This is an optimization exercise on Yosys and OpenROAD, whose aim is small area and a short achievable clock period, not a production implementation.
Where RTL was checked, it was by simulation tests only, not by an equivalence proof against the original.
Function not checked in run 4: the RTL went through the layout flow alone.
Power is estimated from default activity; no workload was simulated.

### flow/design.v
module halfAdder ( a ,b ,sum ,carry );
output sum ;
output carry ;
input a ;
input b ;
assign  sum = a ^ b ;  
assign  carry = a & b;
endmodule
module fullAdder (input a ,b ,cin ,
output sum ,carry );
assign  sum = a ^ b ^ cin;  
assign  carry = (a&b) | (b&cin) | (cin&a);
endmodule
module adder4( a ,b ,cin, sum ,carry );
output [3:0] sum ;
output carry ;
input [3:0] a ;
input [3:0] b ;
input cin;
wire [2:0]s;
fullAdder u0 (a[0],b[0],1'b0,sum[0],s[0]);
fullAdder u1 (a[1],b[1],s[0],sum[1],s[1]);
fullAdder u2 (a[2],b[2],s[1],sum[2],s[2]);
fullAdder u3 (a[3],b[3],s[2],sum[3],carry);
endmodule
module alpha_adder16(a,b,cin,sum,carry );
output [15:0] sum ;
output carry ;
input [15:0] a ;
input [15:0] b ;
input cin;
wire [2:0]c;
adder4 a0 (a[3:0],b[3:0],0,sum[3:0],c[0]);
adder4 a1 (a[7:4],b[7:4],c[0],sum[7:4],c[1]);
adder4 a2 (a[11:8],b[11:8],c[1],sum[11:8],c[2]);
adder4 a3 (a[15:12],b[15:12],c[2],sum[15:12],carry);
endmodule
`timescale 1ns / 1ps
module reg_in(clk,in,out);
input clk;
input [7:0]in;
output reg [7:0]out;
always@(posedge clk)
begin
	out<=in;
end
endmodule
module PPG(X,Y,p00,p01,p02,p03,p04,p05,p06,p07,p10,p11,p12,p13,p14,p15,p16,p17,p20,p21,p22,p23,p24,p25,
          p26,p27,p30,p31,p32,p33,p34,p35,p36,p37,p40,p41,p42,p43,p44,p45,p46,p47,p50,p51,p52,p53,
          p54,p55,p56,p57,p60,p61,p62,p63,p64,p65,p66,p67,p70,p71,p72,p73,p74,p75,p76,p77);
      input [7:0] X;
      input [7:0] Y;
		output p00,p01,p02,p03,p04,p05,p06,p07,p10,p11,p12,p13,p14,p15,p16,p17,p20,p21,p22,p23,p24,p25,
           p26,p27,p30,p31,p32,p33,p34,p35,p36,p37,p40,p41,p42,p43,p44,p45,p46,p47,p50,p51,p52,p53,
           p54,p55,p56,p57,p60,p61,p62,p63,p64,p65,p66,p67,p70,p71,p72,p73,p74,p75,p76,p77;
	 assign     p10 = X[1] & Y[0];
    assign     p20 = X[2] & Y[0];
    assign     p30 = X[3] & Y[0];
    assign     p40 = X[4] & Y[0];
    assign     p50 = X[5] & Y[0];
    assign     p60 = X[6] & Y[0];
    assign     p70 = X[7] & Y[0];
    assign     p01 = X[0] & Y[1];
    assign     p11 = X[1] & Y[1];
    assign     p21 = X[2] & Y[1];
    assign     p31 = X[3] & Y[1];
    assign     p41 = X[4] & Y[1];
    assign     p51 = X[5] & Y[1];
    assign     p61 = X[6] & Y[1];
    assign     p71 = X[7] & Y[1];
    assign     p00 = X[0] & Y[0];
    assign     p02 = X[0] & Y[2];
    assign     p12 = X[1] & Y[2];
    assign     p22 = X[2] & Y[2];
    assign     p32 = X[3] & Y[2];
    assign     p42 = X[4] & Y[2];
    assign     p52 = X[5] & Y[2];
    assign     p62 = X[6] & Y[2];
    assign     p72 = X[7] & Y[2];
    assign     p03 = X[0] & Y[3];
    assign     p13 = X[1] & Y[3];
    assign     p23 = X[2] & Y[3];
    assign     p33 = X[3] & Y[3];
    assign     p43 = X[4] & Y[3];
    assign     p53 = X[5] & Y[3];
    assign     p63 = X[6] & Y[3];
    assign     p73 = X[7] & Y[3];
    assign     p04 = X[0] & Y[4];
    assign     p14 = X[1] & Y[4];
    assign     p24 = X[2] & Y[4];
    assign     p34 = X[3] & Y[4];
    assign     p44 = X[4] & Y[4];
    assign     p54 = X[5] & Y[4];
    assign     p64 = X[6] & Y[4];
    assign     p74 = X[7] & Y[4];
    assign     p05 = X[0] & Y[5];
    assign     p15 = X[1] & Y[5];
    assign     p25 = X[2] & Y[5];
    assign     p35 = X[3] & Y[5];
    assign     p45 = X[4] & Y[5];
    assign     p55 = X[5] & Y[5];
    assign     p65 = X[6] & Y[5];
    assign     p75 = X[7] & Y[5];
    assign     p06 = X[0] & Y[6];
    assign     p16 = X[1] & Y[6];
    assign     p26 = X[2] & Y[6];
    assign     p36 = X[3] & Y[6];
    assign     p46 = X[4] & Y[6];
    assign     p56 = X[5] & Y[6];
    assign     p66 = X[6] & Y[6];
    assign     p76 = X[7] & Y[6];
    assign     p07 = X[0] & Y[7];
    assign     p17 = X[1] & Y[7];
    assign     p27 = X[2] & Y[7];
    assign     p37 = X[3] & Y[7];
    assign     p47 = X[4] & Y[7];
    assign     p57 = X[5] & Y[7];
    assign     p67 = X[6] & Y[7];
    assign     p77 = X[7] & Y[7];
endmodule
module PPR(p00,p01,p02,p03,p04,p05,p06,p07,p10,p11,p12,p13,p14,p15,p16,p17,p20,p21,p22,p23,p24,p25,
          p26,p27,p30,p31,p32,p33,p34,p35,p36,p37,p40,p41,p42,p43,p44,p45,p46,p47,p50,p51,p52,p53,
          p54,p55,p56,p57,p60,p61,p62,p63,p64,p65,p66,p67,p70,p71,p72,p73,p74,p75,p76,p77,row1,row2);
input     p00,p01,p02,p03,p04,p05,p06,p07,p10,p11,p12,p13,p14,p15,p16,p17,p20,p21,p22,p23,p24,p25,
          p26,p27,p30,p31,p32,p33,p34,p35,p36,p37,p40,p41,p42,p43,p44,p45,p46,p47,p50,p51,p52,p53,
          p54,p55,p56,p57,p60,p61,p62,p63,p64,p65,p66,p67,p70,p71,p72,p73,p74,p75,p76,p77;
	 output [15:0] row1;
    output [15:0] row2;	 
     wire  [42:1] s;
     wire  [42:1] c;
 	  halfAdder  h1(p60,p51,s[1],c[1]);
     fullAdder  h2(p70,p61,p52,s[2],c[2]);
     halfAdder  h3(p43,p34,s[3],c[3]);
     fullAdder  h4(p62,p53,p44,s[4],c[4]);
     halfAdder  h5(p26,p35,s[5],c[5]);
     fullAdder  h6(p36,p45,p54,s[6],c[6]);
    halfAdder  h7(p31,p40,s[7],c[7]);
    halfAdder  h8(p14,p23,s[8],c[8]);
    fullAdder  h9(p32,p50,p41,s[9],c[9]);
    fullAdder  h10(p06,p15,p24,s[10],c[10]);
    fullAdder  h11(p33,p42,s[1],s[11],c[11]);
    fullAdder  h12(p07,p16,p25,s[12],c[12]);    
    fullAdder  h13(s[2],s[3],c[1],s[13],c[13]);
    fullAdder  h14(p71,p17,s[5],s[14],c[14]);
    fullAdder  h15(c[2],s[4],c[3],s[15],c[15]);
    fullAdder  h16(p63,p27,p72 ,s[16],c[16]);
    fullAdder  h17(s[6],c[4], c[5],s[17],c[17]);
    fullAdder  h18(p55,p64,p73,s[18],c[18]);
    fullAdder  h19(p37,p46,c[6],s[19],c[19]);
    fullAdder  h20(p56,p65,p74,s[20],c[20]);
    halfAdder  h21(p21,p30,s[21],c[21]);
    fullAdder  h22(p13,p22,s[7],s[22],c[22]);
    fullAdder  h23(s[8],s[9],c[7],s[23],c[23]);
    fullAdder  h24(s[11],c[8],c[9],s[24],c[24]);
    fullAdder  h25(s[13],c[10],c[11],s[25],c[25]);
    fullAdder  h26(s[15],c[12],c[13],s[26],c[26]);
    fullAdder  h27(s[17],c[14],c[15],s[27],c[27]);
    fullAdder  h28(s[19],c[16],c[17],s[28],c[28]);
    fullAdder  h29(c[18],c[19],p47,s[29],c[29]);
    fullAdder  h30(p66,p75,c[20],s[30],c[30]);
    halfAdder  h31(p11,p20,s[31],c[31]);
    fullAdder  h32(p03,p12,s[21],s[32],c[32]);
    fullAdder  h33(p04,c[21],s[22],s[33],c[33]);
    fullAdder  h34(p05,s[23],c[22],s[34],c[34]);
    fullAdder  h35(s[10],s[24],c[23],s[35],c[35]);
    fullAdder  h36(s[12],s[25],c[24],s[36],c[36]);
    fullAdder  h37(s[14],s[26],c[25],s[37],c[37]);
    fullAdder  h38(s[16],s[27],c[26],s[38],c[38]);
    fullAdder  h40(s[18],s[28],c[27],s[39],c[39]);
    fullAdder  h41(s[20],s[29],c[28],s[40],c[40]);
    fullAdder  h42(p57,s[30],c[29],s[41],c[41]);
    fullAdder  h43(p67,p76,c[30],s[42],c[42]);
    assign row1[0] = p00;
    assign row1[1] = p01;
    assign row1[2] = p02;
    assign row1[3] = s[32];
    assign row1[4] = s[33];
    assign row1[5] = s[34];
    assign row1[6] = s[35];
    assign row1[7] = s[36];
    assign row1[8] = s[37];
    assign row1[9] = s[38];
    assign row1[10]= s[39];
    assign row1[11]= s[40];
    assign row1[12]= s[41];
    assign row1[13]= s[42];
    assign row1[14]= p77;
    assign row1[15]= 0;
    assign row2[0] = 0;
    assign row2[1] = p10;
    assign row2[2] = s[31];
    assign row2[3] = c[31];
    assign row2[4] = c[32];
    assign row2[5] = c[33];
    assign row2[6] = c[34];
    assign row2[7] = c[35];
    assign row2[8] = c[36];
    assign row2[9] = c[37];
    assign row2[10]= c[38];
    assign row2[11]= c[39];
    assign row2[12]= c[40];
    assign row2[13]= c[41];
    assign row2[14]= c[42];
    assign row2[15]= 0;
endmodule
`timescale 1ns / 1ps
module MAC(clk, reset, X, Y, reg_Pro);
  input clk, reset;
  input [7:0] X;
  input [7:0] Y;
  output reg [15:0] reg_Pro;
  wire p00_d = X[0] & Y[0];
  wire p01_d = X[0] & Y[1];
  wire p02_d = X[0] & Y[2];
  wire p03_d = X[0] & Y[3];
  wire p04_d = X[0] & Y[4];
  wire p05_d = X[0] & Y[5];
  wire p06_d = X[0] & Y[6];
  wire p07_d = X[0] & Y[7];
  wire p10_d = X[1] & Y[0];
  wire p11_d = X[1] & Y[1];
  wire p12_d = X[1] & Y[2];
  wire p13_d = X[1] & Y[3];
  wire p14_d = X[1] & Y[4];
  wire p15_d = X[1] & Y[5];
  wire p16_d = X[1] & Y[6];
  wire p17_d = X[1] & Y[7];
  wire p20_d = X[2] & Y[0];
  wire p21_d = X[2] & Y[1];
  wire p22_d = X[2] & Y[2];
  wire p23_d = X[2] & Y[3];
  wire p24_d = X[2] & Y[4];
  wire p25_d = X[2] & Y[5];
  wire p26_d = X[2] & Y[6];
  wire p27_d = X[2] & Y[7];
  wire p30_d = X[3] & Y[0];
  wire p31_d = X[3] & Y[1];
  wire p32_d = X[3] & Y[2];
  wire p33_d = X[3] & Y[3];
  wire p34_d = X[3] & Y[4];
  wire p35_d = X[3] & Y[5];
  wire p36_d = X[3] & Y[6];
  wire p37_d = X[3] & Y[7];
  wire p40_d = X[4] & Y[0];
  wire p41_d = X[4] & Y[1];
  wire p42_d = X[4] & Y[2];
  wire p43_d = X[4] & Y[3];
  wire p44_d = X[4] & Y[4];
  wire p45_d = X[4] & Y[5];
  wire p46_d = X[4] & Y[6];
  wire p47_d = X[4] & Y[7];
  wire p50_d = X[5] & Y[0];
  wire p51_d = X[5] & Y[1];
  wire p52_d = X[5] & Y[2];
  wire p53_d = X[5] & Y[3];
  wire p54_d = X[5] & Y[4];
  wire p55_d = X[5] & Y[5];
  wire p56_d = X[5] & Y[6];
  wire p57_d = X[5] & Y[7];
  wire p60_d = X[6] & Y[0];
  wire p61_d = X[6] & Y[1];
  wire p62_d = X[6] & Y[2];
  wire p63_d = X[6] & Y[3];
  wire p64_d = X[6] & Y[4];
  wire p65_d = X[6] & Y[5];
  wire p66_d = X[6] & Y[6];
  wire p67_d = X[6] & Y[7];
  wire p70_d = X[7] & Y[0];
  wire p71_d = X[7] & Y[1];
  wire p72_d = X[7] & Y[2];
  wire p73_d = X[7] & Y[3];
  wire p74_d = X[7] & Y[4];
  wire p75_d = X[7] & Y[5];
  wire p76_d = X[7] & Y[6];
  wire p77_d = X[7] & Y[7];
  wire s1_d, c1_d;
  halfAdder u_s1(p60_d, p51_d, s1_d, c1_d);
  wire s2_d, c2_d;
  fullAdder u_s2(p70_d, p61_d, p52_d, s2_d, c2_d);
  wire s3_d, c3_d;
  halfAdder u_s3(p43_d, p34_d, s3_d, c3_d);
  wire s4_d, c4_d;
  fullAdder u_s4(p62_d, p53_d, p44_d, s4_d, c4_d);
  wire s5_d, c5_d;
  halfAdder u_s5(p26_d, p35_d, s5_d, c5_d);
  wire s6_d, c6_d;
  fullAdder u_s6(p36_d, p45_d, p54_d, s6_d, c6_d);
  wire s7_d, c7_d;
  halfAdder u_s7(p31_d, p40_d, s7_d, c7_d);
  wire s8_d, c8_d;
  halfAdder u_s8(p14_d, p23_d, s8_d, c8_d);
  wire s9_d, c9_d;
  fullAdder u_s9(p32_d, p50_d, p41_d, s9_d, c9_d);
  wire s10_d, c10_d;
  fullAdder u_s10(p06_d, p15_d, p24_d, s10_d, c10_d);
  wire s11_d, c11_d;
  fullAdder u_s11(p33_d, p42_d, s1_d, s11_d, c11_d);
  wire s12_d, c12_d;
  fullAdder u_s12(p07_d, p16_d, p25_d, s12_d, c12_d);
  wire s13_d, c13_d;
  fullAdder u_s13(s2_d, s3_d, c1_d, s13_d, c13_d);
  wire s14_d, c14_d;
  fullAdder u_s14(p71_d, p17_d, s5_d, s14_d, c14_d);
  wire s15_d, c15_d;
  fullAdder u_s15(c2_d, s4_d, c3_d, s15_d, c15_d);
  wire s16_d, c16_d;
  fullAdder u_s16(p63_d, p27_d, p72_d, s16_d, c16_d);
  wire s17_d, c17_d;
  fullAdder u_s17(s6_d, c4_d, c5_d, s17_d, c17_d);
  wire s18_d, c18_d;
  fullAdder u_s18(p55_d, p64_d, p73_d, s18_d, c18_d);
  wire s19_d, c19_d;
  fullAdder u_s19(p37_d, p46_d, c6_d, s19_d, c19_d);
  wire s20_d, c20_d;
  fullAdder u_s20(p56_d, p65_d, p74_d, s20_d, c20_d);
  wire s21_d, c21_d;
  halfAdder u_s21(p21_d, p30_d, s21_d, c21_d);
  wire s22_d, c22_d;
  fullAdder u_s22(p13_d, p22_d, s7_d, s22_d, c22_d);
  wire s23_d, c23_d;
  fullAdder u_s23(s8_d, s9_d, c7_d, s23_d, c23_d);
  wire s24_d, c24_d;
  fullAdder u_s24(s11_d, c8_d, c9_d, s24_d, c24_d);
  wire s25_d, c25_d;
  fullAdder u_s25(s13_d, c10_d, c11_d, s25_d, c25_d);
  wire s26_d, c26_d;
  fullAdder u_s26(s15_d, c12_d, c13_d, s26_d, c26_d);
  wire s27_d, c27_d;
  fullAdder u_s27(s17_d, c14_d, c15_d, s27_d, c27_d);
  wire s28_d, c28_d;
  fullAdder u_s28(s19_d, c16_d, c17_d, s28_d, c28_d);
  wire s29_d, c29_d;
  fullAdder u_s29(c18_d, c19_d, p47_d, s29_d, c29_d);
  wire s30_d, c30_d;
  fullAdder u_s30(p66_d, p75_d, c20_d, s30_d, c30_d);
  wire s31_d, c31_d;
  halfAdder u_s31(p11_d, p20_d, s31_d, c31_d);
  wire s32_d, c32_d;
  fullAdder u_s32(p03_d, p12_d, s21_d, s32_d, c32_d);
  wire s33_d, c33_d;
  fullAdder u_s33(p04_d, c21_d, s22_d, s33_d, c33_d);
  wire s34_d, c34_d;
  fullAdder u_s34(p05_d, s23_d, c22_d, s34_d, c34_d);
  wire s42_d, c42_d;
  fullAdder u_s42(p67_d, p76_d, c30_d, s42_d, c42_d);
  wire [3:0] a0_d = {s32_d,p02_d,p01_d,p00_d} + {c31_d,s31_d,p10_d,1'b0};
  reg c32_q, s33_q, c33_q, s34_q, c23_q, c34_q, s10_q, s24_q, c24_q, s12_q, s25_q, c25_q, s14_q, s26_q, c26_q, s16_q, s27_q, c27_q, s18_q, s28_q, c28_q, s20_q, s29_q, c29_q, p57_q, s30_q, s42_q, c42_q, p77_q;
  reg [3:0] a0_q;
  always @(posedge clk) begin
    c32_q <= c32_d;
    s33_q <= s33_d;
    c33_q <= c33_d;
    s34_q <= s34_d;
    c23_q <= c23_d;
    c34_q <= c34_d;
    s10_q <= s10_d;
    s24_q <= s24_d;
    c24_q <= c24_d;
    s12_q <= s12_d;
    s25_q <= s25_d;
    c25_q <= c25_d;
    s14_q <= s14_d;
    s26_q <= s26_d;
    c26_q <= c26_d;
    s16_q <= s16_d;
    s27_q <= s27_d;
    c27_q <= c27_d;
    s18_q <= s18_d;
    s28_q <= s28_d;
    c28_q <= c28_d;
    s20_q <= s20_d;
    s29_q <= s29_d;
    c29_q <= c29_d;
    p57_q <= p57_d;
    s30_q <= s30_d;
    s42_q <= s42_d;
    c42_q <= c42_d;
    p77_q <= p77_d;
    a0_q <= a0_d;
  end
  wire c32 = c32_q;
  wire s33 = s33_q;
  wire c33 = c33_q;
  wire s34 = s34_q;
  wire c23 = c23_q;
  wire c34 = c34_q;
  wire s10 = s10_q;
  wire s24 = s24_q;
  wire c24 = c24_q;
  wire s12 = s12_q;
  wire s25 = s25_q;
  wire c25 = c25_q;
  wire s14 = s14_q;
  wire s26 = s26_q;
  wire c26 = c26_q;
  wire s16 = s16_q;
  wire s27 = s27_q;
  wire c27 = c27_q;
  wire s18 = s18_q;
  wire s28 = s28_q;
  wire c28 = c28_q;
  wire s20 = s20_q;
  wire s29 = s29_q;
  wire c29 = c29_q;
  wire p57 = p57_q;
  wire s30 = s30_q;
  wire s42 = s42_q;
  wire c42 = c42_q;
  wire p77 = p77_q;
  wire s35, c35;
  fullAdder u_s35(s10, s24, c23, s35, c35);
  wire s36, c36;
  fullAdder u_s36(s12, s25, c24, s36, c36);
  wire s37, c37;
  fullAdder u_s37(s14, s26, c25, s37, c37);
  wire s38, c38;
  fullAdder u_s38(s16, s27, c26, s38, c38);
  wire s39, c39;
  fullAdder u_s39(s18, s28, c27, s39, c39);
  wire s40, c40;
  fullAdder u_s40(s20, s29, c28, s40, c40);
  wire s41, c41;
  fullAdder u_s41(p57, s30, c29, s41, c41);
  wire [15:4] row1 = {1'b0,p77,s42,s41,s40,s39,s38,s37,s36,s35,s34,s33};
  wire [15:4] row2 = {1'b0,c42,c41,c40,c39,c38,c37,c36,c35,c34,c33,c32};
  wire d1 = ({1'b0, row1[7:4]} + {1'b0, row2[7:4]}) > 5'd15;
  wire d2 = ({1'b0, row1[11:8]} + {1'b0, row2[11:8]}) > 5'd15;
  wire [15:4] cs_s, cs_c;
  fullAdder u_cs4(reg_Pro[4], row1[4], row2[4], cs_s[4], cs_c[4]);
  fullAdder u_cs5(reg_Pro[5], row1[5], row2[5], cs_s[5], cs_c[5]);
  fullAdder u_cs6(reg_Pro[6], row1[6], row2[6], cs_s[6], cs_c[6]);
  fullAdder u_cs7(reg_Pro[7], row1[7], row2[7], cs_s[7], cs_c[7]);
  fullAdder u_cs8(reg_Pro[8], row1[8], row2[8], cs_s[8], cs_c[8]);
  fullAdder u_cs9(reg_Pro[9], row1[9], row2[9], cs_s[9], cs_c[9]);
  fullAdder u_cs10(reg_Pro[10], row1[10], row2[10], cs_s[10], cs_c[10]);
  fullAdder u_cs11(reg_Pro[11], row1[11], row2[11], cs_s[11], cs_c[11]);
  fullAdder u_cs12(reg_Pro[12], row1[12], row2[12], cs_s[12], cs_c[12]);
  fullAdder u_cs13(reg_Pro[13], row1[13], row2[13], cs_s[13], cs_c[13]);
  fullAdder u_cs14(reg_Pro[14], row1[14], row2[14], cs_s[14], cs_c[14]);
  assign cs_s[15] = reg_Pro[15];
  assign cs_c[15] = 1'b0;
  wire gv1 = cs_c[7] & ~d1;
  wire pv1 = cs_c[7] | ~d1;
  wire gv2 = cs_c[11] & ~d2;
  wire pv2 = cs_c[11] | ~d2;
  wire hg0, hp0;
  halfAdder u_gp0(reg_Pro[0], a0_q[0], hp0, hg0);
  wire hg1, hp1;
  halfAdder u_gp1(reg_Pro[1], a0_q[1], hp1, hg1);
  wire hg2, hp2;
  halfAdder u_gp2(reg_Pro[2], a0_q[2], hp2, hg2);
  wire hg3, hp3;
  halfAdder u_gp3(reg_Pro[3], a0_q[3], hp3, hg3);
  wire hg5, hp5;
  halfAdder u_gp5(cs_s[5], cs_c[4], hp5, hg5);
  wire hg6, hp6;
  halfAdder u_gp6(cs_s[6], cs_c[5], hp6, hg6);
  wire hg7, hp7;
  halfAdder u_gp7(cs_s[7], cs_c[6], hp7, hg7);
  wire hg9, hp9;
  halfAdder u_gp9(cs_s[9], cs_c[8], hp9, hg9);
  wire hg10, hp10;
  halfAdder u_gp10(cs_s[10], cs_c[9], hp10, hg10);
  wire hg11, hp11;
  halfAdder u_gp11(cs_s[11], cs_c[10], hp11, hg11);
  wire hg13, hp13;
  halfAdder u_gp13(cs_s[13], cs_c[12], hp13, hg13);
  wire hg14, hp14;
  halfAdder u_gp14(cs_s[14], cs_c[13], hp14, hg14);
  wire hg15, hp15;
  halfAdder u_gp15(cs_s[15], cs_c[14], hp15, hg15);
  wire w1;
  g_a21oi u_w1(hp1, hg0, hg1, w1);
  wire w2;
  g_inv u_w2(w1, w2);
  wire w3;
  g_a21oi u_w3(hp2, w2, hg2, w3);
  wire w4;
  g_inv u_w4(w3, w4);
  wire w5;
  g_a21oi u_w5(hp3, w4, hg3, w5);
  wire w6;
  g_nand2 u_w6(hp5, cs_s[4], w6);
  wire w7;
  g_a21oi u_w7(hp6, hg5, hg6, w7);
  wire w8;
  g_inv u_w8(w6, w8);
  wire w9;
  g_nand2 u_w9(hp6, w8, w9);
  wire w10;
  g_a21oi u_w10(hp7, hg6, hg7, w10);
  wire w11;
  g_nand2 u_w11(hp7, hp6, w11);
  wire w12;
  g_inv u_w12(hg5, w12);
  wire w13;
  g_o21ai u_w13(w11, w12, w10, w13);
  wire w14;
  g_nor2 u_w14(w11, w6, w14);
  wire w15;
  g_a21oi u_w15(pv1, w13, gv1, w15);
  wire w16;
  g_nand2 u_w16(pv1, w14, w16);
  wire w17;
  g_nand2 u_w17(hp9, cs_s[8], w17);
  wire w18;
  g_a21oi u_w18(hp10, hg9, hg10, w18);
  wire w19;
  g_inv u_w19(w17, w19);
  wire w20;
  g_nand2 u_w20(hp10, w19, w20);
  wire w21;
  g_a21oi u_w21(hp11, hg10, hg11, w21);
  wire w22;
  g_nand2 u_w22(hp11, hp10, w22);
  wire w23;
  g_inv u_w23(hg9, w23);
  wire w24;
  g_o21ai u_w24(w22, w23, w21, w24);
  wire w25;
  g_nor2 u_w25(w22, w17, w25);
  wire w26;
  g_a21oi u_w26(pv2, w24, gv2, w26);
  wire w27;
  g_nand2 u_w27(pv2, w25, w27);
  wire w28;
  g_nand2 u_w28(hp13, cs_s[12], w28);
  wire w29;
  g_a21oi u_w29(hp14, hg13, hg14, w29);
  wire w30;
  g_inv u_w30(w28, w30);
  wire w31;
  g_nand2 u_w31(hp14, w30, w31);
  wire w32;
  g_o21ai u_w32(w16, w5, w15, w32);
  wire w33;
  g_o21ai u_w33(w27, w15, w26, w33);
  wire w34;
  g_nor2 u_w34(w27, w16, w34);
  wire w35;
  g_inv u_w35(w5, w35);
  wire w36;
  g_a21oi u_w36(w34, w35, w33, w36);
  wire w37;
  g_nand2 u_w37(cs_s[4], w35, w37);
  wire w38;
  g_a21oi u_w38(w8, w35, hg5, w38);
  wire w39;
  g_o21ai u_w39(w9, w5, w7, w39);
  wire w40;
  g_nand2 u_w40(cs_s[8], w32, w40);
  wire w41;
  g_a21oi u_w41(w19, w32, hg9, w41);
  wire w42;
  g_inv u_w42(w32, w42);
  wire w43;
  g_o21ai u_w43(w20, w42, w18, w43);
  wire w44;
  g_inv u_w44(w36, w44);
  wire w45;
  g_nand2 u_w45(cs_s[12], w44, w45);
  wire w46;
  g_a21oi u_w46(w30, w44, hg13, w46);
  wire w47;
  g_o21ai u_w47(w31, w36, w29, w47);
  wire [15:0] nxt;
  wire w48;
  g_inv u_w48(hp0, w48);
  g_nor2 u_rst0(w48, reset, nxt[0]);
  wire w49;
  g_xnor2 u_w49(hp1, hg0, w49);
  g_nor2 u_rst1(w49, reset, nxt[1]);
  wire w50;
  g_xnor2 u_w50(hp2, w2, w50);
  g_nor2 u_rst2(w50, reset, nxt[2]);
  wire w51;
  g_xnor2 u_w51(hp3, w4, w51);
  g_nor2 u_rst3(w51, reset, nxt[3]);
  wire w52;
  g_xnor2 u_w52(cs_s[4], w35, w52);
  g_nor2 u_rst4(w52, reset, nxt[4]);
  wire w53;
  g_xor2 u_w53(hp5, w37, w53);
  g_nor2 u_rst5(w53, reset, nxt[5]);
  wire w54;
  g_xor2 u_w54(hp6, w38, w54);
  g_nor2 u_rst6(w54, reset, nxt[6]);
  wire w55;
  g_xnor2 u_w55(hp7, w39, w55);
  g_nor2 u_rst7(w55, reset, nxt[7]);
  wire w56;
  g_xnor2 u_w56(cs_s[8], w32, w56);
  g_nor2 u_rst8(w56, reset, nxt[8]);
  wire w57;
  g_xor2 u_w57(hp9, w40, w57);
  g_nor2 u_rst9(w57, reset, nxt[9]);
  wire w58;
  g_xor2 u_w58(hp10, w41, w58);
  g_nor2 u_rst10(w58, reset, nxt[10]);
  wire w59;
  g_xnor2 u_w59(hp11, w43, w59);
  g_nor2 u_rst11(w59, reset, nxt[11]);
  wire w60;
  g_xnor2 u_w60(cs_s[12], w44, w60);
  g_nor2 u_rst12(w60, reset, nxt[12]);
  wire w61;
  g_xor2 u_w61(hp13, w45, w61);
  g_nor2 u_rst13(w61, reset, nxt[13]);
  wire w62;
  g_xor2 u_w62(hp14, w46, w62);
  g_nor2 u_rst14(w62, reset, nxt[14]);
  wire w63;
  g_xnor2 u_w63(hp15, w47, w63);
  g_nor2 u_rst15(w63, reset, nxt[15]);
  always @(posedge clk) reg_Pro <= nxt;
endmodule
module g_inv (input a, output y);
  assign y = ~a;
endmodule
module g_nand2 (input a, b, output y);
  assign y = ~(a & b);
endmodule
module g_nor2 (input a, b, output y);
  assign y = ~(a | b);
endmodule
module g_xor2 (input a, b, output y);
  assign y = a ^ b;
endmodule
module g_xnor2 (input a, b, output y);
  assign y = ~(a ^ b);
endmodule
module g_a21oi (input a1, a2, b1, output y);
  assign y = ~((a1 & a2) | b1);
endmodule
module g_o21ai (input a1, a2, b1, output y);
  assign y = ~((a1 | a2) & b1);
endmodule
### flow/run.sh
#!/bin/bash
# synth_recipe.tcl (not shown) runs the flow's synth.tcl, then flattens the netlist and writes it again
# the make line also repeats each setting of config.mk as NAME=value (left out here)
make -C /OpenROAD-flow-scripts/flow DESIGN_CONFIG=/design/flow/config.mk WORK_HOME=/design/flow/orfs CLKGATE_MAP_FILE= SYNTH_SCRIPT=/design/flow/synth_recipe.tcl finish
### flow/config.mk
export PLATFORM = sky130hd
export DESIGN_NAME = MAC
export DESIGN_NICKNAME = MAC
export VERILOG_FILES = /design/flow/design.v
export SDC_FILE = /design/flow/constraint.sdc
export NUM_CORES = 4
export LEC_CHECK = 0
export CAP_MARGIN = 20
export CORE_MARGIN = 2
export CORE_UTILIZATION = 40
export SETUP_SLACK_MARGIN = 2.6
export SLEW_MARGIN = 20
export SYNTH_HIERARCHICAL = 1
export SYNTH_MINIMUM_KEEP_SIZE = 0
### flow/constraint.sdc
create_clock -name core_clock -period 5.5 [get_ports {clk}]
set_input_delay 1.1000 -clock core_clock [delete_from_list [all_inputs] [get_ports {clk}]]
set_output_delay 1.1000 -clock core_clock [all_outputs]
set_load 0.01 [all_outputs]
==> flow_summary_export.csv, run 1 <==
group,metric,value,unit
global_routing,grt_pass1_vias,1995,
cts,cts.sink_count,49,
critical_path,required,5.68,ns
timing,worst-slew-pin-transition,0.595,ns
timing,setup_viol_count_final,0,
global_routing,grt_pass1_wl,9580,um
global_routing,grt_usage,14.1,%
cts,htreeDepth,2,
timing,min_period,2.83,ns
global_routing,busiest_layer,"met2",
hold_path,whs_endpoint,"reg_Pro[0]",
critical_path,start_kind,"input pin",
power,p_per_area,504,nW/um2
critical_path,cp_cell_sequence,"clkdlybuf4s15_2 -> and2_1 -> fa_1 -> fa_1 -> fa_1",
status,status,"complete, no violations",
final_layout,register_area,982,um2
timing,drv_slew,0,
placement,portBuffers,33,
cts,cts_buffers,5,
critical_path,r2r_cells,12,
yosys,seq_area_frac_synth,30.4,%
final_layout,design_area,3810,um2
flow_run,cap_violations,0,
cts,cts_tree,"yes",
hold_path,hp-start,"a0_q[0]",
critical_path,crit_slowest_cell,"fa_1",
timing,hold_viol,0,
yosys,synth_top_family_by_area,"adder cells",
yosys,ys_seq_elements,49,
yosys,synth_mux_area_share,0,%
cts,clk_pin_slew,0.09,ns
timing,rsz0062_at_grt,"yes",
placement,dp_hpwl,4610,um
floorplan,die_w,93.9,um
timing,fmax,353,MHz
final_layout,multi_input_area,2240,um2
floorplan,ios,34,
yosys,syn-num-nets,376,
yosys,yosys_warnings,7,
final_layout,nFillCells,742,
placement,routabilityCongestion,0.863,
cts,cts_hold_buf,0,
final_layout,top_regs,"reg_Pro (16), a0_q (4)",
yosys,synthAdderAreaFrac,40.8,%
critical_path,worstSetupPathType,"input pin to register",
yosys,synthXorXnorAreaFrac,4.61,%
floorplan,start_util,41.6,%
critical_path,timing.rr.end,"reg_Pro[14]",
critical_path,crit_fanout,8,
power,p_leak,0.00167,uW
global_routing,grt_max_degree,17,
floorplan,fp.dieArea,8810,um2
cts,clock_path_buffers,2,
final_layout,largest_reg_flops,16,
yosys,netlist_instances,282,
cts,cts_root_buffer,"clkbuf_8",
global_routing,gr-usage-met3,2.17,%
power,ir_drop,161,uV
cts,insertion_delay,0.31,ns
final_layout,drive_gt1_share,13.4,%
yosys,synth_compound_area_share,5.65,%
yosys,synthesis.area,3230,um2
final_layout,diodes,0,
placement,dpl-instance-area,3680,um2
hold_path,hp-class,"register to register",
floorplan,rows,32,
global_routing,gr-total-overflow,0,
routing,num_vias,1960,
routing,drt-initial-drc-count,31,
final_layout,top_register,"reg_Pro",
global_routing,grtUsageMet1,20.6,%
timing,fin_crit_sh,51.4,%
critical_path,cpMostUsedCell,"fa_1",
yosys,synthDistinctLibCells,16,
final_layout,area_growth,17.8,%
global_routing,gr-usage-met2,21.4,%
routing,drt_pass1_iterations,4,
yosys,avgSynthCellArea,11.5,um2
timing,setup_tns,0,ns
routing,drc,0,
critical_path,r2r-start,"c24_q",
timing,max-slew-margin-rel,60.2,%
hold_path,whs_path_depth,3,
routing,ant_nets,0,
routing,viasPerCell,4.62,
critical_path,arrival,3.01,ns
critical_path,max_stage_delay,0.56,ns
routing,wl,5650,um
yosys,synth_simple_gate_area_share,16.7,%
routing,wl_per_cell,13.3,um
global_routing,antenna_found_initial,0,
final_layout,final_util,49.0,%
critical_path,r2r_slack,2.68,ns
floorplan,fp.dieH,93.9,um
cts,post_cts_buffers,0,
critical_path,end_kind,"register",
timing,skew,0.00786,ns
final_layout,finalNetCount,415,
timing,fin_hold_ws,0.560,ns
floorplan,core-area,7770,um2
-- critical path, delay by kind of cell --
kind / cells / cell delay, ns
adder cells (fa/ha/maj): 3 / 1.47
AND/OR/NAND/NOR: 1 / 0.18
buffers and inverters: 1 / 0.26
-- layer usage --
| layer | part of all wire (%) | routed length, um | vias to the layer above |
|---|---|---|---|
| met5 | 0 | 0 | - |
| met4 | 1.6 | 93 | 0 |
| met3 | 3.1 | 177 | 9 |
| met2 | 43 | 2450 | 34 |
| met1 | 52 | 2930 | 951 |
| li1 | - | - | 966 |
-- layout make-up --
cell class                      count  share of cell area, %
Timing Repair Buffer               33                   8.02
Tap cell                          102                   3.35
Multi-Input combinational cell    218                   58.8
Sequential cell                    49                   25.8
Clock buffer                        6                   2.17
Inverter                           14                   1.38
Clock inverter                      2                  0.460
-- synth_stat cells --
library cell / number / area (um2)
and3_1: 2 / 12.5
dfxtp_1: 49 / 981
nand3_1: 2 / 10.0
a21oi_1: 2 / 10.0
xor2_1: 7 / 61.3
ha_1: 27 / 338
inv_1: 14 / 52.6
xnor2_1: 10 / 87.6
and2_1: 63 / 394
fa_1: 49 / 981
a21oi_2: 14 / 123
buf_4: 1 / 7.51
a21o_1: 2 / 15.0
o21ai_1: 7 / 35.0
nor2_1: 19 / 71.3
nand2_1: 14 / 52.6
-- cells in the final DEF, fill, tap and decap left out, drive strengths merged --
cell type / netlist / layout
a21o: 2 / 2
a21oi: 16 / 16
and2: 63 / 63
and3: 2 / 2
clkbuf: 0 / 12
clkdlybuf4s15: 0 / 6
clkdlybuf4s50: 0 / 19
clkinv: 0 / 1
dfxtp: 49 / 49
dlygate4sd2: 0 / 2
fa: 49 / 49
ha: 27 / 27
inv: 14 / 15
nand2: 14 / 14
nand3: 2 / 2
nor2: 19 / 19
o21ai: 7 / 7
xnor2: 10 / 10
xor2: 7 / 7
-- modules after synthesis, one instance, submodules excluded, excerpt --
module     flip-flops and latches  cells inside  copies in the design  cell area [um2]
MAC                            49           137                     1             1610
halfAdder                       0             1                    20             12.5
g_inv                           0             1                    11             3.75
g_nand2                         0             1                    13             3.75
g_a21oi                         0             1                    14             8.76
g_xnor2                         0             1                     9             8.76
g_nor2                          0             1                    19             3.75
-- power by group --
| group | switching (uW) | internal (uW) |
|---|---|---|
| combinational | 602 | 577 |
| sequential | 60.4 | 451 |
| clock | 123 | 104 |
-- stage by stage --
stage / setup WS (ns) / instances / total power [uW]
2_1_floorplan: 2.64 / 282 / 1370
4_1_cts: 2.60 / 424 / 1860
5_1_grt: 2.52 / 424 / 2120
3_5_place_dp: 1.95 / 416 / 1630
6_report: 2.67 / 424 / 1920
3_3_place_gp: 1.95 / 416 / 1610
-- worst max path at each step --
stage               cells past startpoint  start     endpoint  slack (ns)
finish                                  5   Y[2]        s34_q        2.67
detailed placement                      5   Y[1]        s25_q        1.95
CTS                                     5   X[6]        s25_q        2.60
floorplan                               4   X[3]        s27_q        2.64
global route                           12  c24_q  reg_Pro[14]        2.52
global placement                        5   Y[1]        s25_q        1.95
-- logic make-up (layout without fill, tap and decap cells) --
kind of cell,Yosys count,after routing
and+or+nand+nor,100,100
adders and majority gates,76,76
DFF,49,49
AOI/OAI and AO/OA,25,25
xor gates and xnor gates,17,17
buffers and inverters,15,55
-- repair_timing --
| item | in CTS | in global routing |
|---|---|---|
| gates resized for setup | 26 | 21 |
| hold endpoints to repair | 0 | 0 |
| pin swaps | 1 | 9 |
| endpoints found under the setup margin | 17 | 14 |
==> run 2, diff against run 1 <==
--- a/flow/config.mk
+++ b/flow/config.mk
@@ -8,7 +8,7 @@
 export CAP_MARGIN = 20
 export CORE_MARGIN = 2
 export CORE_UTILIZATION = 40
-export SETUP_SLACK_MARGIN = 2.6
+export SETUP_SLACK_MARGIN = 2.85
 export SLEW_MARGIN = 20
 export SYNTH_HIERARCHICAL = 1
 export SYNTH_MINIMUM_KEEP_SIZE = 0
==> run 2 against run 1 <==
  * Still clean
  * Critical path depth is 8 higher
  * Clock power rose by 32%
  * Combinational power grew 31%
  * Maximum frequency decreased by 2.4%
  * Setup slack got worse by 0.069 ns
  * Non-clock buffer count grew 10
  * Sequential power about the same
  * Via count increased by 2.0%
  * Cell count increased by 2.4%
  * Global-route usage is 1.4 points higher
  * Count of clock-buffer cells in the layout decreased by 1
  * Critical path type is now register to register
==> flow_summary_export.csv, run 2 <==
group,metric,value,unit
status,status,"complete, no violations",
timing,fin_ws,2.60,ns
final_layout,finalNonFillerCells,434,
floorplan,ios,34,
critical_path,cp_cell_sequence,"fa_1 -> fa_1 -> ha_4 -> nand2_4 -> o21ai_2 -> a21oi_2 -> o21ai_2 -> a21oi_2 -> buf_6 -> buf_4 -> o21ai_4 -> xnor2_1 -> nor2_1",
yosys,seq_area_frac_synth,30.4,%
final_layout,drive_gt1_share,25.0,%
power,p_per_area,584,nW/um2
yosys,synthDistinctLibCells,16,
placement,dp_hpwl,4730,um
yosys,synth-edff-count,0,
yosys,async_reset_ff_share,0,%
critical_path,crit_fanout,3,
global_routing,grt_pass1_vias,2228,
cts,cts_tree,"yes",
floorplan,rows,32,
timing,rsz0062_at_grt,"yes",
yosys,synthTopCellsByArea,"dfxtp_1 30%, fa_1 30%, and2_1 12%",
critical_path,crit_family,"adder cells",
power,p_leak,0.00179,uW
yosys,syn-num-nets,376,
critical_path,max_stage_delay,0.58,ns
final_layout,top_regs,"reg_Pro (16), a0_q (4)",
routing,drc,0,
routing,wl_per_cell,13.6,um
cts,clock_path_buffers,2,
yosys,synth_common_cells,"63 x and2_1, 49 x dfxtp_1, 49 x fa_1",
cts,cts.sink_count,49,
timing,setup_viol_count_final,0,
final_layout,nFillCells,721,
floorplan,fp.dieArea,8810,um2
global_routing,grt_max_degree,17,
floorplan,core-area,7770,um2
placement,pre_cts_slack,2.07,ns
global_routing,grt_pass1_wl,10400,um
routing,viasPerCell,4.61,
placement,dpl-instance-area,3690,um2
final_layout,final_util,52.0,%
routing,ant_nets,0,
power,ir_drop,277,uV
final_layout,design_area,4040,um2
timing,skew,0.00595,ns
timing,worst-slew-pin-transition,0.692,ns
final_layout,layout_commonest_cell,"and2_1",
yosys,synth_top_cell_by_area,"dfxtp_1",
critical_path,arrival,3.07,ns
timing,setup_tns,0,ns
routing,wl,5910,um
critical_path,crit_buf_inv,2,
critical_path,crit_slowest_cell,"fa_1",
yosys,avgSynthCellArea,11.5,um2
cts,cts_root_buffer,"clkbuf_8",
floorplan,start_util,41.6,%
yosys,synthFlopType,"dfxtp_1",
routing,drt-initial-drc-count,33,
final_layout,multi_input_area,2360,um2
yosys,synthesis.area,3230,um2
floorplan,fp.dieH,93.9,um
cts,insertion_delay,0.30,ns
timing,drv_slew,0,
cts,cts_hold_buf,0,
cts,htreeDepth,2,
global_routing,antenna_found_initial,0,
timing,min_period,2.90,ns
placement,dp.cells,416,
flow_run,cap_violations,0,
final_layout,diodes,0,
timing,max-slew-margin-rel,53.7,%
final_layout,register_area,987,um2
critical_path,worstSetupPathType,"register to register",
routing,drt_pass1_iterations,4,
critical_path,start_kind,"register",
timing,fin_crit_sh,52.7,%
routing,num_vias,2000,
cts,cts_buffers,5,
final_layout,finalNetCount,425,
hold_path,hp-class,"register to register",
critical_path,required,5.67,ns
yosys,yosys_warnings,7,
timing,hold_viol,0,
yosys,netlist_instances,282,
final_layout,mostFrequentLayoutCells,"54 x and2_1, 44 x fa_1, 44 x dfxtp_1",
floorplan,die_w,93.9,um
placement,routabilityCongestion,0.830,
final_layout,largest_reg_flops,16,
yosys,ys_seq_elements,49,
cts,clk_pin_slew,0.09,ns
final_layout,area_growth,25.1,%
global_routing,gr-total-overflow,0,
yosys,synth_top_cell_area_share,30.4,%
yosys,synth.most_common_cell,"and2_1",
timing,fmax,345,MHz
final_layout,top_register,"reg_Pro",
critical_path,end_kind,"register",
placement,portBuffers,33,
global_routing,grt_usage,15.5,%
run 2: cell count changes in the layout (fill, tap and decap cells not counted), sizes merged:
cell / before / now
buf: 0 / 24
clkbuf: 12 / 5
clkdlybuf4s15: 6 / 0
bufinv: 0 / 2
clkdlybuf4s50: 19 / 17
dlygate4sd2: 2 / 1
dlymetal6s2s: 0 / 1
inv: 15 / 14
run 2: metrics by stage:
stage               hold slack [ns]  power (uW)
floorplan                     0.519        1360
finish                        0.567        2360
global placement              0.538        1620
global route                  0.619        2580
detailed placement            0.559        1640
CTS                           0.577        2150
run 2: Yosys stat by module, one instance, submodules excluded:
module     copies in the design  flops+latches
g_o21ai                       7              0
g_a21oi                      14              0
fullAdder                    46              0
g_inv                        11              0
MAC                           1             49
halfAdder                    20              0
g_xnor2                       9              0
g_nor2                       19              0
g_nand2                      13              0
g_xor2                        6              0
run 2: layer usage:
metal	GRT usage [%]	vias to the layer above	share of wire (%)
li1	-	983	-
met1	20.1	969	45
met2	25.7	36	50
met3	3.37	12	3.1
met4	5.07	0	1.9
met5	0	-	0
run 2: repair_timing:
| action | CTS | global route |
|---|---|---|
| resized for setup | 75 | 42 |
| pin swaps | 11 | 20 |
| setup buffers | 4 | 6 |
| endpoints found under the setup margin | 27 | 15 |
run 2: logic make-up after synthesis:
kind of cell | share of synthesized area [%]
AOI/OAI and AO/OA | 5.65
DFF | 30.4
adders and majority gates | 40.8
and+or+nand+nor | 16.7
buffers and inverters | 1.86
xor gates and xnor gates | 4.61
run 2: area by class of cell:
type | instances | area share (%)
inverters | 14 | 1.42
well taps | 102 | 3.16
multi-input cells | 218 | 58.4
clock inverters | 3 | 1.61
repair buffers | 43 | 9.32
clock buffers | 5 | 1.70
flip-flops and latches | 49 | 24.4
run 2: worst paths after layout:
path | slack [ns] | startpoint | end | depth (start not counted)
worst max-delay path | 2.60 | s12_q | reg_Pro[15] | 13
worst min-delay path | 0.57 | a0_q[0] | reg_Pro[0] | 3
worst max register to register | 2.60 | s12_q | reg_Pro[15] | 13
worst min register to register | 0.57 | a0_q[0] | reg_Pro[0] | 3
run 2: worst min-delay path, stage by stage, from the launching register on:
cell     delay, ns
dfxtp_1       0.32
ha_1          0.11
inv_1         0.03
nor2_1        0.07
run 2: report_power, final:
group          switching, uW  leakage, uW  internal (uW)
Sequential              58.2     0.000410            452
Clock                    120    0.0000681            181
Combinational            763      0.00131            786
Total                    941      0.00179           1420
==> run 3, diff against run 2 <==
==> flow/flow/run.sh (new file) <==
#!/bin/bash
# The standard layout (standard.sh), with the port buffers that placement inserts
# made the smallest buffer; repair_timing upsizes those on critical paths.
set -euo pipefail
bash standard.sh "BUFFER_PORTS_ARGS=-buffer_cell sky130_fd_sc_hd__buf_1" finish > standard_flow.log 2>&1
==> flow/standard.sh (new file) <==
#!/bin/bash
# synth_recipe.tcl (not shown) runs the flow's synth.tcl, then flattens the netlist and writes it again
# the make line also repeats each setting of config.mk as NAME=value (left out here)
make -C /OpenROAD-flow-scripts/flow DESIGN_CONFIG=/design/flow/config.mk WORK_HOME=/design/flow/orfs CLKGATE_MAP_FILE= SYNTH_SCRIPT=/design/flow/synth_recipe.tcl "${@:-finish}"
--- a/flow/config.mk
+++ b/flow/config.mk
@@ -8,7 +8,7 @@
 export CAP_MARGIN = 20
 export CORE_MARGIN = 2
 export CORE_UTILIZATION = 40
-export SETUP_SLACK_MARGIN = 2.85
+export SETUP_SLACK_MARGIN = 2.6
 export SLEW_MARGIN = 20
 export SYNTH_HIERARCHICAL = 1
 export SYNTH_MINIMUM_KEEP_SIZE = 0
removed: flow/run.sh
==> run 3 against run 2 <==
  * Still clean on timing, DRC and antenna
  * Core utilization shrank 4.9 points
  * Critical path depth fell by 8
  * Die area unchanged
  * Sequential share of layout area rose by 2.4 points
  * Setup slack better by 0.065 ns
  * Clock skew increased by 0.0038 ns
  * Flip-flop and latch count unchanged
  * Maximum frequency up 2.3%
  * Hold slack worse by 0.014 ns
  * Clock power fell by 12%
  * Largest cell class unchanged
  * Largest power group unchanged
  * Highest routed layer unchanged
==> flow_summary_export.csv, run 3 <==
group,metric,value,unit
placement,portBuffers,33,
power,clock_power_share,13.6,%
timing,worst-slew-pin-transition,0.718,ns
cts,clock_path_buffers,2,
placement,dp_hpwl,4740,um
routing,drc,0,
global_routing,grt_pass1_wl,9900,um
yosys,ys_seq_elements,49,
floorplan,core-area,7770,um2
power,sw_frac_of_total,41.0,%
yosys,synth-edff-count,0,
floorplan,die_w,93.9,um
final_layout,diodes,0,
floorplan,fp.dieArea,8810,um2
yosys,seq_area_frac_synth,30.4,%
final_layout,finalNonFillerCells,424,
final_layout,multi_input_area,2250,um2
yosys,avgSynthCellArea,11.5,um2
flow_run,cap_violations,0,
floorplan,ios,34,
floorplan,rows,32,
cts,insertion_delay,0.29,ns
cts,cts.sink_count,49,
yosys,yosys_warnings,7,
cts,cts_tree,"yes",
yosys,synth_top_cell_by_area,"dfxtp_1",
routing,ant_nets,0,
cts,cts_root_buffer,"clkbuf_8",
power,p_leak,0.00160,uW
timing,setup_tns,0,ns
routing,num_vias,1925,
cts,clk_pin_slew,0.09,ns
timing,skew,0.00975,ns
yosys,synthDistinctLibCells,16,
timing,hold_viol,0,
power,p_sw,796,uW
timing,fmax,353,MHz
power,p_seq_share,26.4,%
final_layout,largest_reg_flops,16,
routing,drt_pass1_iterations,4,
final_layout,drive_gt1_share,11.5,%
final_layout,layout_commonest_cell,"and2_1",
timing,setup_viol_count_final,0,
power,p_per_area,531,nW/um2
cts,post_cts_buffers,0,
status,status,"complete, no violations",
yosys,syn-num-nets,376,
final_layout,mostFrequentLayoutCells,"63 x and2_1, 48 x fa_1, 48 x dfxtp_1",
floorplan,fp.dieH,93.9,um
yosys,async_reset_ff_share,0,%
power,ir_drop,147,uV
critical_path,required,5.67,ns
timing,fin_crit_sh,51.5,%
timing,rsz0062_at_grt,"yes",
final_layout,register_area,982,um2
routing,wl,5830,um
yosys,synthesis.area,3230,um2
yosys,synth_top_cell_area_share,30.4,%
critical_path,start_kind,"input pin",
critical_path,end_kind,"register",
yosys,synthTopCellsByArea,"dfxtp_1 30%, fa_1 30%, and2_1 12%",
routing,wl_per_cell,13.8,um
hold_path,hp-class,"register to register",
cts,cts_buffers,5,
floorplan,start_util,41.6,%
global_routing,grt_max_degree,17,
placement,routabilityCongestion,0.792,
yosys,synthFlopType,"dfxtp_1",
critical_path,worstSetupPathType,"input pin to register",
final_layout,area_growth,13.2,%
placement,dp.cells,416,
final_layout,top_regs,"reg_Pro (16), a0_q (4)",
yosys,synth.most_common_cell,"and2_1",
global_routing,grt_usage,14.8,%
global_routing,antenna_found_initial,0,
timing,drv_slew,0,
routing,drt-initial-drc-count,26,
power,share_comb_of_total_power,60.0,%
yosys,synth_common_cells,"63 x and2_1, 49 x dfxtp_1, 49 x fa_1",
routing,viasPerCell,4.54,
timing,max-slew-margin-rel,52.1,%
global_routing,gr-total-overflow,0,
critical_path,arrival,3.00,ns
cts,htreeDepth,2,
global_routing,grt_pass1_vias,2015,
yosys,netlist_instances,282,
critical_path,crit_fanout,8,
cts,cts_hold_buf,0,
critical_path,cpMostUsedCell,"fa_1",
critical_path,crit_slowest_cell,"fa_1",
final_layout,top_register,"reg_Pro",
timing,min_period,2.83,ns
power,p_int,1150,uW
critical_path,cp_cell_sequence,"buf_1 -> and2_1 -> fa_1 -> fa_1 -> fa_1",
final_layout,nFillCells,767,
final_layout,finalNetCount,415,
critical_path,max_stage_delay,0.52,ns
[run 3: cell counts after synthesis]
No cell type changed its count.
[run 3: final cells by class]
cell class	instances	share of cell area (%)
Multi-Input combinational cell	218	61.4
Sequential cell	49	26.8
Timing Repair Buffer	33	3.66
Tap cell	102	3.49
Clock buffer	7	2.36
Inverter	14	1.44
Clock inverter	1	0.821
[run 3: per-layer routing]
| metal | global-route usage [%] | share of wire (%) |
|---|---|---|
| met1 | 21.8 | 52 |
| met2 | 22.2 | 43 |
| met3 | 2.09 | 3.0 |
| met4 | 5.43 | 1.6 |
| met5 | 0 | 0 |
[run 3: per-module statistics from Yosys, one instance, submodules excluded, excerpt]
| module | times used | cells |
|---|---|---|
| g_nor2 | 19 | 1 |
| g_xnor2 | 9 | 1 |
| g_inv | 11 | 1 |
| MAC | 1 | 137 |
| g_o21ai | 7 | 1 |
| g_a21oi | 14 | 1 |
| g_nand2 | 13 | 1 |
| g_xor2 | 6 | 1 |
[run 3: cell families (layout without fill, tap and decap cells)]
| family | after synthesis | after routing | synth area share (%) |
|---|---|---|---|
| fa+ha+maj | 76 | 76 | 40.8 |
| flops | 49 | 49 | 30.4 |
| simple gates | 100 | 100 | 16.7 |
| buf+inv | 15 | 55 | 1.86 |
| xor+xnor | 17 | 17 | 4.61 |
| compound gates | 25 | 25 | 5.65 |
[run 3: timing repair]
item / in CTS / in global routing
resized for setup: 2 / 14
pin swaps: 0 / 7
setup endpoints to repair: 1 / 8
[run 3: power groups by stage]
stage / Sequential [uW] / Clock [uW] / Combinational [uW]
6_report: 512 / 264 / 1170
2_1_floorplan: 532 / 0 / 834
3_5_place_dp: 524 / 0 / 1050
5_1_grt: 528 / 288 / 1320
3_3_place_gp: 524 / 0 / 1030
4_1_cts: 515 / 274 / 1110
[run 3: metrics by stage]
stage | cell area (um2) | setup slack [ns] | hold WS [ns] | util, % | total power [uW]
floorplan | 3230 | 2.64 | 0.519 | - | 1370
global placement | 3480 | 2.33 | 0.524 | 44.7 | 1550
detailed placement | 3480 | 2.31 | 0.539 | 44.7 | 1570
CTS | 3620 | 2.62 | 0.562 | 46.6 | 1900
global route | 3660 | 2.53 | 0.614 | 47.1 | 2140
finish | 3660 | 2.67 | 0.553 | 47.1 | 1940
[run 3: critical path: cells and delay by family]
kind / cells / cell delay, ns
adders and majority gates: 3 / 1.44
buffers and inverters: 1 / 0.25
and+or+nand+nor: 1 / 0.21
[run 3: final timing paths]
| path | start | end | slack [ns] | cells past startpoint |
|---|---|---|---|---|
| setup / recovery | Y[0] | s25_q | 2.67 | 5 |
| hold reg to reg | a0_q[0] | reg_Pro[0] | 0.55 | 3 |
| hold / removal | a0_q[0] | reg_Pro[0] | 0.55 | 3 |
| setup reg to reg | c24_q | reg_Pro[14] | 2.69 | 12 |
==> run 4, diff against run 3 <==
--- a/flow/design.v
+++ b/flow/design.v
@@ -341,21 +341,22 @@
   fullAdder u_s33(p04_d, c21_d, s22_d, s33_d, c33_d);
   wire s34_d, c34_d;
   fullAdder u_s34(p05_d, s23_d, c22_d, s34_d, c34_d);
+  wire s35_d, c35_d;
+  fullAdder u_s35(s10_d, s24_d, c23_d, s35_d, c35_d);
   wire s42_d, c42_d;
   fullAdder u_s42(p67_d, p76_d, c30_d, s42_d, c42_d);
   wire [3:0] a0_d = {s32_d,p02_d,p01_d,p00_d} + {c31_d,s31_d,p10_d,1'b0};
-  reg c32_q, s33_q, c33_q, s34_q, c23_q, c34_q, s10_q, s24_q, c24_q, s12_q, s25_q, c25_q, s14_q, s26_q, c26_q, s16_q, s27_q, c27_q, s18_q, s28_q, c28_q, s20_q, s29_q, c29_q, p57_q, s30_q, s42_q, c42_q, p77_q;
+  reg c32_q, s33_q, c33_q, s34_q, c34_q, s35_q, c24_q, c35_q, s12_q, s25_q, c25_q, s14_q, s26_q, c26_q, s16_q, s27_q, c27_q, s18_q, s28_q, c28_q, s20_q, s29_q, c29_q, p57_q, s30_q, s42_q, c42_q, p77_q;
   reg [3:0] a0_q;
   always @(posedge clk) begin
     c32_q <= c32_d;
     s33_q <= s33_d;
     c33_q <= c33_d;
     s34_q <= s34_d;
-    c23_q <= c23_d;
     c34_q <= c34_d;
-    s10_q <= s10_d;
-    s24_q <= s24_d;
+    s35_q <= s35_d;
     c24_q <= c24_d;
+    c35_q <= c35_d;
     s12_q <= s12_d;
     s25_q <= s25_d;
     c25_q <= c25_d;
@@ -382,11 +383,10 @@
   wire s33 = s33_q;
   wire c33 = c33_q;
   wire s34 = s34_q;
-  wire c23 = c23_q;
   wire c34 = c34_q;
-  wire s10 = s10_q;
-  wire s24 = s24_q;
+  wire s35 = s35_q;
   wire c24 = c24_q;
+  wire c35 = c35_q;
   wire s12 = s12_q;
   wire s25 = s25_q;
   wire c25 = c25_q;
@@ -407,8 +407,6 @@
   wire s42 = s42_q;
   wire c42 = c42_q;
   wire p77 = p77_q;
-  wire s35, c35;
-  fullAdder u_s35(s10, s24, c23, s35, c35);
   wire s36, c36;
   fullAdder u_s36(s12, s25, c24, s36, c36);
   wire s37, c37;
==> flow/run.sh (new file) <==
#!/bin/bash
# synth_recipe.tcl (not shown) runs the flow's synth.tcl, then flattens the netlist and writes it again
# the make line also repeats each setting of config.mk as NAME=value (left out here)
make -C /OpenROAD-flow-scripts/flow DESIGN_CONFIG=/design/flow/config.mk WORK_HOME=/design/flow/orfs CLKGATE_MAP_FILE= SYNTH_SCRIPT=/design/flow/synth_recipe.tcl finish
--- a/flow/config.mk
+++ b/flow/config.mk
@@ -8,7 +8,7 @@
 export CAP_MARGIN = 20
 export CORE_MARGIN = 2
 export CORE_UTILIZATION = 40
-export SETUP_SLACK_MARGIN = 2.6
+export SETUP_SLACK_MARGIN = 2.7
 export SLEW_MARGIN = 20
 export SYNTH_HIERARCHICAL = 1
 export SYNTH_MINIMUM_KEEP_SIZE = 0
removed: flow/flow/run.sh
removed: flow/standard.sh
==> run 4 against run 3 <==
  * Non-clock buffer count up 5
  * Via count up 2.4%
  * Global-route usage up 0.45 points
  * Critical path type is now register to register
  * Clock skew up 0.00096 ns
  * Die area down 0.60%
  * Synthesized cell count down 0.35%
  * Still clean
  * Critical endpoint is now reg_Pro[14]
  * Maximum frequency down 0.42%
==> flow_summary_export.csv, run 4 <==
group,metric,value,unit
status,status,"complete, no violations",
power,ir_drop,209,uV
final_layout,top_regs,"reg_Pro (16), a0_q (4)",
placement,dpl-instance-area,3680,um2
critical_path,worstSetupPathType,"register to register",
yosys,synth-edff-count,0,
floorplan,fp.dieH,93.6,um
critical_path,crit_slowest_cell,"fa_2",
cts,insertion_delay,0.30,ns
cts,clk_pin_slew,0.10,ns
yosys,async_reset_ff_share,0,%
critical_path,crit_family,"adder cells",
yosys,synthTopCellsByArea,"fa_1 31%, dfxtp_1 30%, and2_1 12%",
critical_path,critPathLaunch,"c28_q",
global_routing,grt_pass1_vias,2140,
power,p_int,1210,uW
floorplan,die_w,93.6,um
global_routing,grt_pass1_wl,10200,um
routing,drt_pass1_iterations,4,
cts,cts_buffers,5,
final_layout,largest_reg_flops,16,
final_layout,finalNonFillerCells,428,
timing,setup_viol_count_final,0,
cts,htreeDepth,2,
timing,max-slew-margin-rel,53.1,%
power,p_per_area,522,nW/um2
placement,routabilityCongestion,0.769,
timing,min_period,2.84,ns
placement,portBuffers,33,
critical_path,arrival,3.02,ns
flow_run,cap_violations,0,
routing,num_vias,1971,
yosys,yosys_warnings,7,
power,share_comb_of_total_power,62.5,%
yosys,synth.most_common_cell,"and2_1",
yosys,synth_top_cell_by_area,"fa_1",
timing,hold_viol,0,
critical_path,crit_buf_inv,1,
final_layout,mostFrequentLayoutCells,"58 x and2_1, 46 x dfxtp_1, 44 x fa_1",
floorplan,rows,32,
yosys,ys_seq_elements,48,
critical_path,r2r-start,"c28_q",
placement,dp_hpwl,4800,um
yosys,synthFlopType,"dfxtp_1",
critical_path,start_kind,"register",
timing,setup_tns,0,ns
critical_path,end_kind,"register",
timing,fmax,352,MHz
final_layout,drive_gt1_share,19.3,%
floorplan,ios,34,
global_routing,grt_max_degree,17,
timing,worst-slew-pin-transition,0.701,ns
routing,wl,5930,um
final_layout,nFillCells,744,
routing,viasPerCell,4.61,
cts,clock_path_buffers,2,
power,sw_frac_of_total,40.5,%
yosys,synthDistinctLibCells,16,
yosys,synthesis.area,3210,um2
cts,cts_root_buffer,"clkbuf_8",
floorplan,core-area,7770,um2
placement,pre_cts_slack,1.89,ns
cts,cts.sink_count,48,
hold_path,hp-class,"register to register",
power,p_sw,826,uW
final_layout,diodes,0,
timing,rsz0062_at_grt,"yes",
critical_path,cp_cell_sequence,"fa_2 -> fa_1 -> ha_4 -> a21oi_2 -> o21ai_1 -> a21oi_2 -> o21ai_2 -> a21oi_2 -> inv_2 -> a21oi_2 -> xor2_1 -> nor2_1",
power,p_leak,0.00170,uW
final_layout,top_register,"reg_Pro",
yosys,synth_top_cell_area_share,30.5,%
yosys,synth_common_cells,"63 x and2_1, 49 x fa_1, 48 x dfxtp_1",
yosys,syn-num-nets,375,
timing,fin_crit_sh,51.7,%
routing,drc,0,
final_layout,finalNetCount,419,
yosys,netlist_instances,281,
floorplan,fp.dieArea,8760,um2
critical_path,max_stage_delay,0.60,ns
timing,fin_ws,2.66,ns
yosys,avgSynthCellArea,11.4,um2
power,clock_power_share,12.5,%
critical_path,cpMostUsedCell,"a21oi_2",
floorplan,start_util,41.3,%
routing,ant_nets,0,
routing,wl_per_cell,13.9,um
hold_path,hp-start,"a0_q[0]",
final_layout,design_area,3910,um2
yosys,seq_area_frac_synth,29.9,%
timing,skew,0.0107,ns
global_routing,grt_usage,15.3,%
final_layout,layout_commonest_cell,"and2_1",
placement,dp.cells,415,
power,p_seq_share,25.0,%
critical_path,required,5.67,ns
critical_path,crit_fanout,3,
final_layout,area_growth,21.7,%
routing,drt-initial-drc-count,35,
timing,drv_slew,0,
global_routing,antenna_found_initial,0,
cts,cts_tree,"yes",
global_routing,gr-total-overflow,0,
## run 4: power groups by stage
stage | registers [uW] | logic [uW] | clock network [uW]
6_report | 510 | 1270 | 256
2_1_floorplan | 528 | 827 | 0
4_1_cts | 513 | 1250 | 269
3_3_place_gp | 521 | 1090 | 0
3_5_place_dp | 521 | 1110 | 0
5_1_grt | 526 | 1440 | 284
## run 4: final timing paths
| check | endpoint | slack (ns) | depth (start not counted) |
|---|---|---|---|
| worst max-delay path | reg_Pro[14] | 2.66 | 12 |
| worst max register to register | reg_Pro[14] | 2.66 | 12 |
| worst min-delay path | reg_Pro[0] | 0.57 | 3 |
| worst min register to register | reg_Pro[0] | 0.57 | 3 |
## run 4: final cells by class
| class | count | area, um2 | share of cell area (%) |
|---|---|---|---|
| Sequential cell | 48 | 963 | 24.6 |
| Clock buffer | 5 | 68.8 | 1.76 |
| Inverter | 14 | 52.6 | 1.34 |
| Timing Repair Buffer | 38 | 365 | 9.34 |
| Clock inverter | 3 | 42.5 | 1.09 |
| Multi-Input combinational cell | 218 | 2290 | 58.6 |
| Tap cell | 102 | 128 | 3.26 |
## run 4: layer usage
| layer | track usage (%) | vias to the layer above | wire, um |
|---|---|---|---|
| met4 | 3.62 | 0 | 64 |
| met2 | 25.6 | 31 | 2970 |
| met3 | 3.30 | 6 | 196 |
| li1 | - | 973 | - |
| met5 | 0 | - | 0 |
| met1 | 20.2 | 961 | 2700 |
## run 4: worst register-to-register path: cells and delay by family (launching register included)
family	cells	cell delay, ns
adder cells (fa/ha/maj)	3	1.30
AO/OA/AOI/OAI	6	0.78
flip-flops	1	0.34
XOR/XNOR	1	0.15
buffers and inverters	1	0.08
AND/OR/NAND/NOR	1	0.06
## run 4: cells by family (layout without fill, tap and decap cells)
family                   count (synthesis)  count (layout)  synth area share [%]
AO/OA/AOI/OAI                           25              25                  5.69
XOR/XNOR                                17              17                  4.64
adder cells (fa/ha/maj)                 76              76                  41.1
buffers and inverters                   15              60                  1.87
flip-flops                              48              48                  29.9
AND/OR/NAND/NOR                        100             100                  16.8
## run 4: what timing repair did
action                                  4_1_cts  5_1_grt
setup buffers                                 2        3
pin swaps                                    12       17
gates resized for setup                      51       28
hold endpoints to repair                      0        0
hold buffers                                  0        0
endpoints found under the setup margin       22       13
## run 4: per-stage QoR
step / total power [uW] / util, % / hold slack (ns)
6_report: 2040 / 50.3 / 0.574
5_1_grt: 2250 / 50.3 / 0.653
4_1_cts: 2030 / 49.4 / 0.582
3_5_place_dp: 1640 / 47.4 / 0.556
3_3_place_gp: 1610 / 47.4 / 0.536
2_1_floorplan: 1350 / - / 0.519
## run 4: modules after synthesis (local to each module, per instance)
module     times used  flops+latches  cells inside  cell area (um2)
halfAdder          20              0             1             12.5
g_xnor2             9              0             1             8.76
g_o21ai             7              0             1             5.00
g_xor2              6              0             1             8.76
fullAdder          46              0             1             20.0
g_nand2            13              0             1             3.75
g_inv              11              0             1             3.75
g_nor2             19              0             1             3.75
MAC                 1             48           136             1590
g_a21oi            14              0             1             8.76

-- what the ideal ports hide --
In the flow no input, the clock included, has a driving cell. The finished layouts below were timed again as built, in two steps.
Step 1, drivers: a clkbuf_16 drives clk and a buf_2 each remaining input, both assumed.
Step 2 moves the port delays by t, midway between the first and last clock arrival at a register: inputs arrive t later, outputs are due t later. That takes back most of the time a late clock gives input paths.
Three values: no drivers, after step 1, after step 2; two values: the first two.
run	t (ns)	slack for setup (ns)	hold WS [ns]	latest minus earliest clock arrival (ns)	cell pins on the clock port's net
run 1	0.330	2.671 / 2.677 / 2.347	0.560 / 0.560 / 0.560	0.008 / 0.008	1
run 2	0.330	2.602 / 2.603 / 2.530	0.567 / 0.567 / 0.567	0.007 / 0.007	1
run 3	0.320	2.668 / 2.674 / 2.354	0.553 / 0.553 / 0.553	0.010 / 0.010	1
run 4	0.332	2.656 / 2.656 / 2.324	0.574 / 0.574 / 0.574	0.011 / 0.011	1
After both steps setup and hold are still met in every run listed. For run 4, which loses most, drivers alone change the setup slack by 0.000 ns; drivers and shift together by -0.332 ns.
